From an optimization exercise on the open Yosys and OpenROAD flow, aimed at small area; shortcuts taken in it are not production practice.
Only simulation tests tie the RTL to the original design; equivalence was not proved.

==> design/flow/design.v <==
`timescale 1ns / 1ps
module fft16_top(
    input clk,
    input rst,
    input [15:0] data_in,
    input [3:0] write_addr,
    input we,
    input [3:0] read_addr,
    input re,
    output [15:0] data_r,
    output [15:0] data_i
    );
    function [15:0] tr17; input [16:0] s; tr17 = {s[16], s[14:0]}; endfunction
    function [15:0] tr18; input [17:0] s; tr18 = {s[17], s[14:0]}; endfunction
    function [15:0] addsub;
        input [15:0] a, b; input sub;
        reg [16:0] s;
        begin
            s = {a[15], a} + ({b[15], b} ^ {17{sub}}) + {16'd0, sub};
            addsub = tr17(s);
        end
    endfunction
    function [15:0] add3;
        input [15:0] a, o1, o2; input c0, c1;
        reg [17:0] s;
        begin
            s = {{2{a[15]}}, a} + {{2{o1[15]}}, o1} + {{2{o2[15]}}, o2} + {17'd0, c0} + {17'd0, c1};
            add3 = tr18(s);
        end
    endfunction
    function [15:0] f180;
        input [15:0] v;
        reg [21:0] e, p;
        begin
            e = {{6{v[15]}}, v};
            p = (e << 5) + (e << 3) + (e << 2) + e;
            f180 = p[21:6];
        end
    endfunction
    reg [15:0] x [0:15];
    genvar g;
    generate for (g = 0; g < 16; g = g + 1) begin : smem
        always @(posedge clk)
            if (we && write_addr == g) x[g] <= data_in;
    end endgenerate
    wire k0 = read_addr[0], k1 = read_addr[1], k2 = read_addr[2];
    wire [15:0] A [0:7];
    generate for (g = 0; g < 8; g = g + 1) begin : st1
        assign A[g] = addsub(x[g], x[g+8], k0);
    end endgenerate
    wire [15:0] B [0:3];
    generate for (g = 0; g < 4; g = g + 1) begin : st2
        assign B[g] = addsub(A[g], A[g+4], k1);
    end endgenerate
    wire [15:0] Cr [0:1];
    wire [15:0] Ci [0:1];
    generate for (g = 0; g < 2; g = g + 1) begin : st3
        wire [15:0] a0 = A[g], a4 = A[g+4], a2 = A[g+2], a6 = A[g+6];
        wire min6 = (a6 == 16'h8000) & ~k1;
        wire min4 = (a4 == 16'h8000) & ~k1;
        wire [15:0] fb = f180(a2);
        wire [15:0] f6 = min6 ? 16'd0 : f180(a6);
        wire nb = |a2[5:0], n6 = |a6[5:0];
        reg [15:0] pr, o1, o2, pi, o3, o4;
        reg c1, c2, c3, c4;
        always @* begin
            if (!k0) begin
                pr = B[g];
                o1 = k1 ? 16'd0 : (B[g+2] ^ {16{k2}}); c1 = ~k1 & k2;
                o2 = 16'd0; c2 = 1'b0;
                pi = 16'd0;
                o3 = k1 ? (B[g+2] ^ {16{~k2}}) : 16'd0; c3 = k1 & ~k2;
                o4 = 16'd0; c4 = 1'b0;
            end else begin
                pr = a0;
                o1 = fb ^ {16{k1 ^ k2}};  c1 = k1 ? (k2 ? nb : ~nb) : k2;
                o2 = f6 ^ {16{~(k1 ^ k2)}}; c2 = k1 ? (k2 ? ~n6 : n6) : ~k2;
                pi = k1 ? a4 : (min4 ? 16'd0 : ~a4);
                o3 = f6 ^ {16{~k2}};  c3 = k2 ? n6 : ~n6;
                o4 = fb ^ {16{~k2}};  c4 = k2 ? nb : ~nb;
            end
        end
        wire ci_extra = k0 & ~k1 & ~min4;
        assign Cr[g] = add3(pr, o1, o2, c1, c2);
        wire [17:0] si = {{2{pi[15]}}, pi} + {{2{o3[15]}}, o3} + {{2{o4[15]}}, o4}
                       + {17'd0, c3} + {17'd0, c4} + {17'd0, ci_extra};
        assign Ci[g] = tr18(si);
    end endgenerate
    reg [15:0] ar4, ai4, br4, bi4;
    reg [3:0]  k4;
    always @(posedge clk)
        if (re) begin
            ar4 <= Cr[0]; ai4 <= Ci[0]; br4 <= Cr[1]; bi4 <= Ci[1];
            k4 <= read_addr;
        end
    function [47:0] prods;    
        input [15:0] v;
        reg [22:0] e, p45, p59, p49;
        begin
            e = {{7{v[15]}}, v};
            p45 = (e << 5) + (e << 3) + (e << 2) + e;
            p59 = (e << 6) - (e << 2) - e;
            p49 = (e << 5) + (e << 4) + e;
            prods = {p49[22:7], p59[21:6], p45[21:6]};
        end
    endfunction
    wire [47:0] pr_ = prods(br4), pi_ = prods(bi4);
    wire [15:0] h180r = pr_[15:0], h236r = pr_[31:16], h98r = pr_[47:32];
    wire [15:0] h180i = pi_[15:0], h236i = pi_[31:16], h98i = pi_[47:32];
    wire n6r = |br4[5:0], n7r = |br4[6:0], n6i = |bi4[5:0], n7i = |bi4[6:0];
    function [16:0] hsel;    
        input [2:0] cls; input [15:0] v, h180, h236, h98; input n6, n7;
        case (cls)
        3'd1: hsel = {1'b0, v};
        3'd2: hsel = {n6, h180};
        3'd3: hsel = {n6, h236};
        3'd4: hsel = {n7, h98};
        default: hsel = 17'd0;
        endcase
    endfunction
    reg [2:0] cr, ci;    
    reg swr, swi;        
    always @* begin
        case (k4[2:0])
        3'd0: begin cr = 1; ci = 0; swr = 0; swi = 0; end
        3'd1: begin cr = 3; ci = 4; swr = 0; swi = 1; end
        3'd2: begin cr = 2; ci = 2; swr = 0; swi = 1; end
        3'd3: begin cr = 4; ci = 3; swr = 0; swi = 1; end
        3'd4: begin cr = 0; ci = 1; swr = 0; swi = 1; end
        3'd5: begin cr = 4; ci = 3; swr = 1; swi = 1; end
        3'd6: begin cr = 2; ci = 2; swr = 1; swi = 1; end
        default: begin cr = 3; ci = 4; swr = 1; swi = 1; end
        endcase
    end
    wire q4 = k4[3];
    wire [16:0] t1 = hsel(cr, br4, h180r, h236r, h98r, n6r, n7r);   
    wire [16:0] t2 = hsel(ci, bi4, h180i, h236i, h98i, n6i, n7i);   
    wire [16:0] t3 = hsel(cr, bi4, h180i, h236i, h98i, n6i, n7i);   
    wire [16:0] t4 = hsel(ci, br4, h180r, h236r, h98r, n6r, n7r);   
    wire s1 = swr ^ q4, s2 = swi ^ ~q4, s3 = swr ^ q4, s4 = swi ^ q4;
    wire [15:0] o1 = t1[15:0] ^ {16{s1}}, o2 = t2[15:0] ^ {16{s2}};
    wire [15:0] o3 = t3[15:0] ^ {16{s3}}, o4 = t4[15:0] ^ {16{s4}};
    wire c1 = s1 ^ (swr & t1[16]), c2 = s2 ^ (swi & t2[16]);
    wire c3 = s3 ^ (swr & t3[16]), c4 = s4 ^ (swi & t4[16]);
    assign data_r = add3(ar4, o1, o2, c1, c2);
    assign data_i = add3(ai4, o3, o4, c3, c4);
endmodule
==> design/flow/run.sh <==
#!/bin/bash
# synth_recipe.tcl (not shown) runs the flow's synth.tcl, then flattens the netlist and writes it again
# the make line also repeats each setting of config.mk as NAME=value (left out here)
make -C /OpenROAD-flow-scripts/flow DESIGN_CONFIG=/design/flow/config.mk WORK_HOME=/design/flow/orfs CLKGATE_MAP_FILE= SYNTH_SCRIPT=/design/flow/synth_recipe.tcl finish
==> design/flow/config.mk <==
export PLATFORM = sky130hd
export DESIGN_NAME = fft16_top
export DESIGN_NICKNAME = fft16_top
export VERILOG_FILES = /design/flow/design.v
export SDC_FILE = /design/flow/constraint.sdc
export NUM_CORES = 4
export LEC_CHECK = 0
export CAP_MARGIN = 20
export CORE_MARGIN = 2
export CORE_UTILIZATION = 40
export SLEW_MARGIN = 20
==> design/flow/constraint.sdc <==
create_clock -name core_clock -period 10.0 [get_ports {clk}]
set_input_delay 2.0000 -clock core_clock [delete_from_list [all_inputs] [get_ports {clk}]]
set_output_delay 2.0000 -clock core_clock [all_outputs]
set_load 0.01 [all_outputs]
==> results of run 1 <==
## sequential cells by signal (all words and copies together) (netlist names)
| register | count |
|---|---|
| x | 256 |
| ai4 | 16 |
| ar4 | 16 |
| bi4 | 16 |
| br4 | 16 |
| k4 | 4 |
## stage by stage
step / cells / utilization
floorplan: 4541 / -
global placement: 6165 / 0.4419
detailed placement: 6165 / 0.4419
CTS: 6239 / 0.4547
global route: 6264 / 0.4567
finish: 6264 / 0.4567
## cell families (layout without fill, tap and decap cells)
kind of cell             count (synthesis)  in the layout
adder cells (fa/ha/maj)                854            854
AND/OR/NAND/NOR                       1065           1065
multiplexers                            39             39
buffers and inverters                  520            840
XOR/XNOR                               711            711
AO/OA/AOI/OAI                         1028           1028
flip-flops                             324            324
## final timing paths
check,from,to,slack (ps),cells past startpoint
min reg2reg,x[0][0],ar4[0],1320,4
max reg2reg,x[10][0],ai4[15],1800,35
max,bi4[6],data_i[15],380,21
min,x[0][0],ar4[0],1320,4
## critical path: cells and delay by family (launching register included)
kind / cells / cell delay, ps
AND/OR/NAND/NOR: 2 / 760
AO/OA/AOI/OAI: 9 / 2480
adder cells (fa/ha/maj): 4 / 1480
multiplexers: 2 / 330
flip-flops: 1 / 660
buffers and inverters: 2 / 720
XOR/XNOR: 2 / 600
## per-layer routing
layer / global-route usage / vias up
met5: 0 / -
met3: 0.01837 / 152
met4: 0.05285 / 0
li1: - / 16597
met2: 0.3538 / 848
met1: 0.3088 / 16302
## cells in the mapped netlist, types with 58 or more instances
master,n
ha_1,535
inv_1,401
xnor2_1,395
nor2_1,349
edfxtp_1,324
fa_1,318
xor2_1,314
nand2_1,272
a21oi_1,247
o21ai_0,226
nor3_1,104
a21o_1,84
clkbuf_1,83
nand3_1,66
o21a_1,58
## what timing repair did
action | 4_1_cts | 5_1_grt
endpoints found under the hold margin | 0 | 0
resized for setup | 0 | 5
setup buffers | 4 | 25
endpoints found under the setup margin | 1 | 10
## area by class of cell
type	count	area, um^2
well taps	1403	1755
flip-flops and latches	324	9729
clock inverters	29	360.3
clock buffers	41	983.4
repair buffers	367	2908
inverters	403	1514
multi-input cells	3697	31710
fillers	10229	58250
==> impl_metrics.csv, run 1 <==
group,metric,value,unit
run_status,outcome,"no timing/DRC/antenna violations",
critical_path,crit_fanout,7,
timing,rsz0062_at_grt,"false",
critical_path,slowest_delay,660,ps
clocking,tritoncts,"done",
finish,drive_gt1_frac,0.09422,
critical_path,required,8000,ps
timing,whs,1322,ps
floorplanning,rows,120,
clocking,cts.htree.levels,2,
yosys,syn-num-nets,5422,
yosys,synth_edf_count,324,
finish,most-common-layout-cells,"ha_1, inv_1, xnor2_1, nor2_1, edfxtp_1",
critical_path,end_kind,"output pin",
clocking,hold_buffers,0,
placed_design,postPlaceCellArea,47370,um^2
detailed_routing,wl_met2,54.76,mm
grt,track_usage,0.2164,
detailed_routing,post_drt_via_cell_ratio,5.412,
timing,tightest_slew,1102,ps
critical_path,path_class,"register to output pin",
timing,finalCriticalPeriod,9618,ps
critical_path,arrival,7620,ps
placed_design,hpwl,97.76,mm
yosys,synthArstFlopShare,0,
clocking,cts_buffer_depth,3,
timing,slew_headroom,0.2628,
hold_path,hp-class,"register to register",
detailed_routing,drtPass1Iterations,6,
timing,fin_skew,17.27,ps
critical_path,slowest_stage,"edfxtp_1",
yosys,ys.flop_type,"edfxtp_1",
detailed_routing,top_layer,"met4",
yosys,synth_area_per_cell,9.532,um^2
clocking,numClockSinks,324,
grt,grt_pass1_wl,189.1,mm
timing,clock.fmax,104.0,MHz
floorplanning,chipWidth,333.0,um
detailed_routing,routedWlPerCell,19.32,um
finish,fin_nets,5713,
timing,fin_ws,382.3,ps
yosys,synth-adder-area-share,0.3019,
yosys,mappedNetlistArea,43290,um^2
clocking,cts_root_buf,"clkbuf_16",
detailed_routing,drt_iter0_drc,2535,
finish,fin_area,48960,um^2
yosys,netlist_instances,4541,
yosys,synth_mux_area_frac,0.009770,
finish,syn_to_final_growth,13.10,%
floorplanning,fp.coreArea,107200,um^2
timing,finalCritPeriodShare,0.9618,
clocking,clk_latency,590,ps
detailed_routing,wl_met3,5.600,mm
floorplanning,io_pins,60,
detailed_routing,ant_nets,0,
yosys,synth.largest_area_cell,"edfxtp_1",
placed_design,post-place-ws,-38.90,ps
yosys,synth_top_family_by_area,"adder cells",
yosys,synth-xor-area-share,0.1445,
placed_design,port_buffers,58,
grt,grt_overflow,0,
timing,fin_setup_tns,0,ps
timing,setup_viol,0,
placed_design,gp_congestion,0.9494,
clocking,clk_pin_slew,60,ps
grt,antenna_found_initial,0,
detailed_routing,drc,0,
critical_path,start_kind,"register",
clocking,cts_made_buffers,39,
detailed_routing,wl,121.0,mm
floorplanning,die-area,110900,um^2
yosys,ys_ff_latch,324,
run,maxCapViolations,0,
floorplanning,die_h,333.0,um
detailed_routing,num_vias,33899,
floorplanning,start_util,0.4038,
yosys,ys_types,95,
yosys,yosys-top-cells-area,"edfxtp_1, ha_1, fa_1",
yosys,yosys_warnings,2,
grt,grt_max_degree,73,
timing,hold_viol_final,0,
grt,grt_pass1_vias,32860,
finish,mostFrequentLayoutCell,"ha_1",
yosys,seq_area_frac_synth,0.2248,
finish,antenna_cells,0,
critical_path,path_cells,"inv_1 -> fa_1 -> ha_1 -> a21o_1 -> a2111oi_0 -> a211oi_1 -> a31o_2 -> a21o_1 -> xor2_1 -> mux2i_1 -> mux2i_1 -> a21oi_1 -> xor2_1 -> fa_1 -> ha_1 -> or4_1 -> nand2b_1 -> o211a_1 -> o21ai_0 -> a22o_1 -> clkdlybuf4s50_1",
yosys,synth.top_cell.area_share,0.2248,
detailed_routing,wl_met1,57.38,mm
timing,drv_slew,0,
yosys,yosys.area_share.simple,0.1166,
yosys,synth_compound_area_frac,0.1571,
==> run 2, diff against run 1 <==
--- a/design/flow/config.mk
+++ b/design/flow/config.mk
@@ -6,4 +6,5 @@
 export NUM_CORES = 4
 export LEC_CHECK = 0
+export ABC_AREA = 1
 export CAP_MARGIN = 20
 export CORE_MARGIN = 2
==> impl_metrics.csv, run 2 <==
group,metric,value,unit
detailed_routing,wl,148.7,mm
hold_path,hp-class,"register to register",
yosys,yosys-top-cells-area,"edfxtp_1, ha_1, fa_1",
grt,grt_util_met1,0.3282,
detailed_routing,num_vias,43045,
clocking,cts.htree.levels,2,
clocking,cts_resized,0,
floorplanning,die_h,352.0,um
detailed_routing,drtPass1Iterations,7,
timing,tightest_slew,1119,ps
finish,mostFrequentLayoutCell,"nand2_1",
grt,grt_max_degree,82,
critical_path,critPathTopFamily,"compound AO/OA/AOI/OAI gates",
finish,fin_nets,7364,
finish,utilization,0.4369,
finish,largest_reg_flops,256,
yosys,seq_area_frac_synth,0.2009,
placed_design,hpwl,121.7,mm
timing,fin_ws,689.3,ps
grt,track_usage,0.2364,
timing,fin_skew,18.32,ps
critical_path,slowest_delay,840,ps
critical_path,crit_buf_inv,2,
yosys,syn-num-nets,7314,
finish,finalNonFillerCells,8127,
yosys,synth_edf_count,324,
finish,drive_gt1_frac,0.04069,
grt,grt_pass1_wl,232.9,mm
clocking,post_cts_buffers,0,
timing,finalCriticalPeriod,9311,ps
grt,antenna_found_initial,3,
finish,syn_to_final_growth,8.231,%
critical_path,start_kind,"register",
timing,clock.fmax,107.4,MHz
critical_path,required,8000,ps
critical_path,end_kind,"output pin",
placed_design,gp_congestion,0.9841,
floorplanning,chipWidth,352.0,um
grt,use_met3,0.02124,
floorplanning,io_pins,60,
yosys,synth_area_per_cell,7.529,um^2
placed_design,postPlaceCellArea,51080,um^2
grt,grt_overflow,0,
critical_path,slowest_stage,"edfxtp_1",
critical_path,path_class,"register to output pin",
clocking,clk_pin_slew,60,ps
run,maxCapViolations,0,
yosys,netlist_instances,6433,
timing,hold_viol_final,0,
floorplanning,fp.coreArea,120000,um^2
yosys,mappedNetlistArea,48430,um^2
yosys,synth.top_cell.area_share,0.2009,
finish,top_register,"x",
yosys,ys.flop_type,"edfxtp_1",
placed_design,port_buffers,58,
timing,drv_slew,0,
timing,rsz0062_at_grt,"false",
grt,grt.met2_usage,0.3920,
yosys,synth.largest_area_cell,"edfxtp_1",
clocking,cts_root_buf,"clkbuf_16",
detailed_routing,drc,0,
yosys,synth_commonest_cells,"nand2_1, inv_1, ha_1",
detailed_routing,ant_nets,0,
clocking,cts_buffer_depth,3,
yosys,yosys_warnings,2,
placed_design,place_inst,8055,
yosys,synth.most_common_cell,"nand2_1",
grt,grt_pass1_vias,41015,
timing,whs,1333,ps
timing,setup_viol,0,
timing,finalCritPeriodShare,0.9311,
placed_design,post-place-ws,524.7,ps
finish,most-common-layout-cells,"nand2_1, inv_1, ha_1, nand3_1, a21oi_1",
clocking,clk_latency,600,ps
timing,fin_setup_tns,0,ps
detailed_routing,drt_iter0_drc,3326,
floorplanning,die-area,123900,um^2
clocking,numClockSinks,324,
grt,grt.busiest_layer,"met2",
yosys,ys_ff_latch,324,
yosys,ys_types,63,
floorplanning,rows,127,
run_status,outcome,"no timing/DRC/antenna violations",
floorplanning,start_util,0.4037,
detailed_routing,post_drt_via_cell_ratio,5.297,
clocking,cts_made_buffers,38,
clocking,hold_buffers,0,
finish,fin_area,52420,um^2
timing,slew_headroom,0.2519,
yosys,synthArstFlopShare,0,
critical_path,crit_fanout,10,
detailed_routing,routedWlPerCell,18.29,um
critical_path,path_cells,"fa_1 -> fa_1 -> ha_1 -> a21oi_1 -> a21boi_0 -> o21ai_0 -> o21ai_0 -> o21ai_0 -> nor3_1 -> nand2_1 -> nand2_1 -> nand2_1 -> fa_1 -> inv_1 -> ha_1 -> a21oi_1 -> o21ai_0 -> nand2_1 -> o211ai_1 -> a31oi_1 -> o21ai_0 -> xor2_1 -> clkdlybuf4s50_1",
clocking,tritoncts,"done",
critical_path,arrival,7310,ps
critical_path,cpMostUsedCell,"o21ai_0",
[run 2: cell types whose count changed in the layout (fill, tap and decap cells not counted), moves of 101 or more]
cell / delta
a21oi_1: +226
buf_4: -229
xnor2_1: -300
nand3_1: +424
o21ai_0: +101
nand2_1: +1257
inv_1: +413
[run 2: final timing paths]
kind,end,cells after the start,slack (ps),startpoint
worst min-delay path,ar4[0],4,1330,x[0][0]
worst max register to register,bi4[11],30,2300,x[11][0]
worst min register to register,ar4[0],4,1330,x[0][0]
worst max-delay path,data_r[11],23,690,bi4[5]
[run 2: per-layer routing]
metal	up-vias	share of wire
met5	-	0
met4	0	0.030
met3	205	0.047
met2	1077	0.46
met1	20283	0.47
li1	21480	-
[run 2: worst register-to-register path: cells and delay by family (launching register included)]
family / cells / cell delay (ps)
AOI/OAI and AO/OA: 8 / 1590
adders and majority gates: 7 / 2980
and+or+nand+nor: 9 / 1280
DFF: 1 / 420
buffers and inverters: 3 / 340
xor gates and xnor gates: 3 / 840
[run 2: cell families (layout without fill, tap and decap cells)]
group | Yosys count | after routing | share of synthesized area
AND/OR/NAND/NOR | 2768 | 2768 | 0.2458
AO/OA/AOI/OAI | 1049 | 1049 | 0.1202
buffers and inverters | 955 | 1034 | 0.07577
adder cells (fa/ha/maj) | 853 | 853 | 0.2697
XOR/XNOR | 484 | 484 | 0.08768
flip-flops | 324 | 324 | 0.2009
other | 0 | 3 | 0
[run 2: area by class of cell]
cell class | instances | area (um^2)
Clock inverter | 21 | 349.1
Multi-Input combinational cell | 5154 | 35040
Sequential cell | 324 | 9729
Antenna cell | 3 | 7.507
Tap cell | 1612 | 2017
Inverter | 829 | 3113
Clock buffer | 48 | 988.4
Fill cell | 12212 | 67550
Timing Repair Buffer | 136 | 1169

==> afterwards: timing with drivers on the ports <==
Ports are ideal in the flow. The routed layouts listed here were re-timed in OpenROAD.
Step 1 (the two cells are an assumption about what drives the block):
set clk [get_ports {clk}]
set_driving_cell -lib_cell sky130_fd_sc_hd__clkbuf_16 $clk
set_driving_cell -lib_cell sky130_fd_sc_hd__buf_2 [delete_from_list [all_inputs] $clk]
Step 2 moves the port delays by t, midway between the first and last clock arrival at a register: inputs arrive t later, outputs are due t later. That takes back most of the time a late clock gives input paths.
Slacks: ideal ports / drivers / drivers and shift; pairs: ideal ports / drivers.
run | t, ns | setup slack, ns | worst slew at a driven data input, ns
run 1 | 0.654 | 0.382 / 0.311 / -0.039 | 0.10
run 2 | 0.665 | 0.689 / 0.620 / 0.444 | 0.05
With both steps, setup timing fails in run 1, where it was met with ideal ports. For run 1, which loses most, drivers alone change the setup slack by -0.071 ns; drivers and shift together by -0.421 ns.
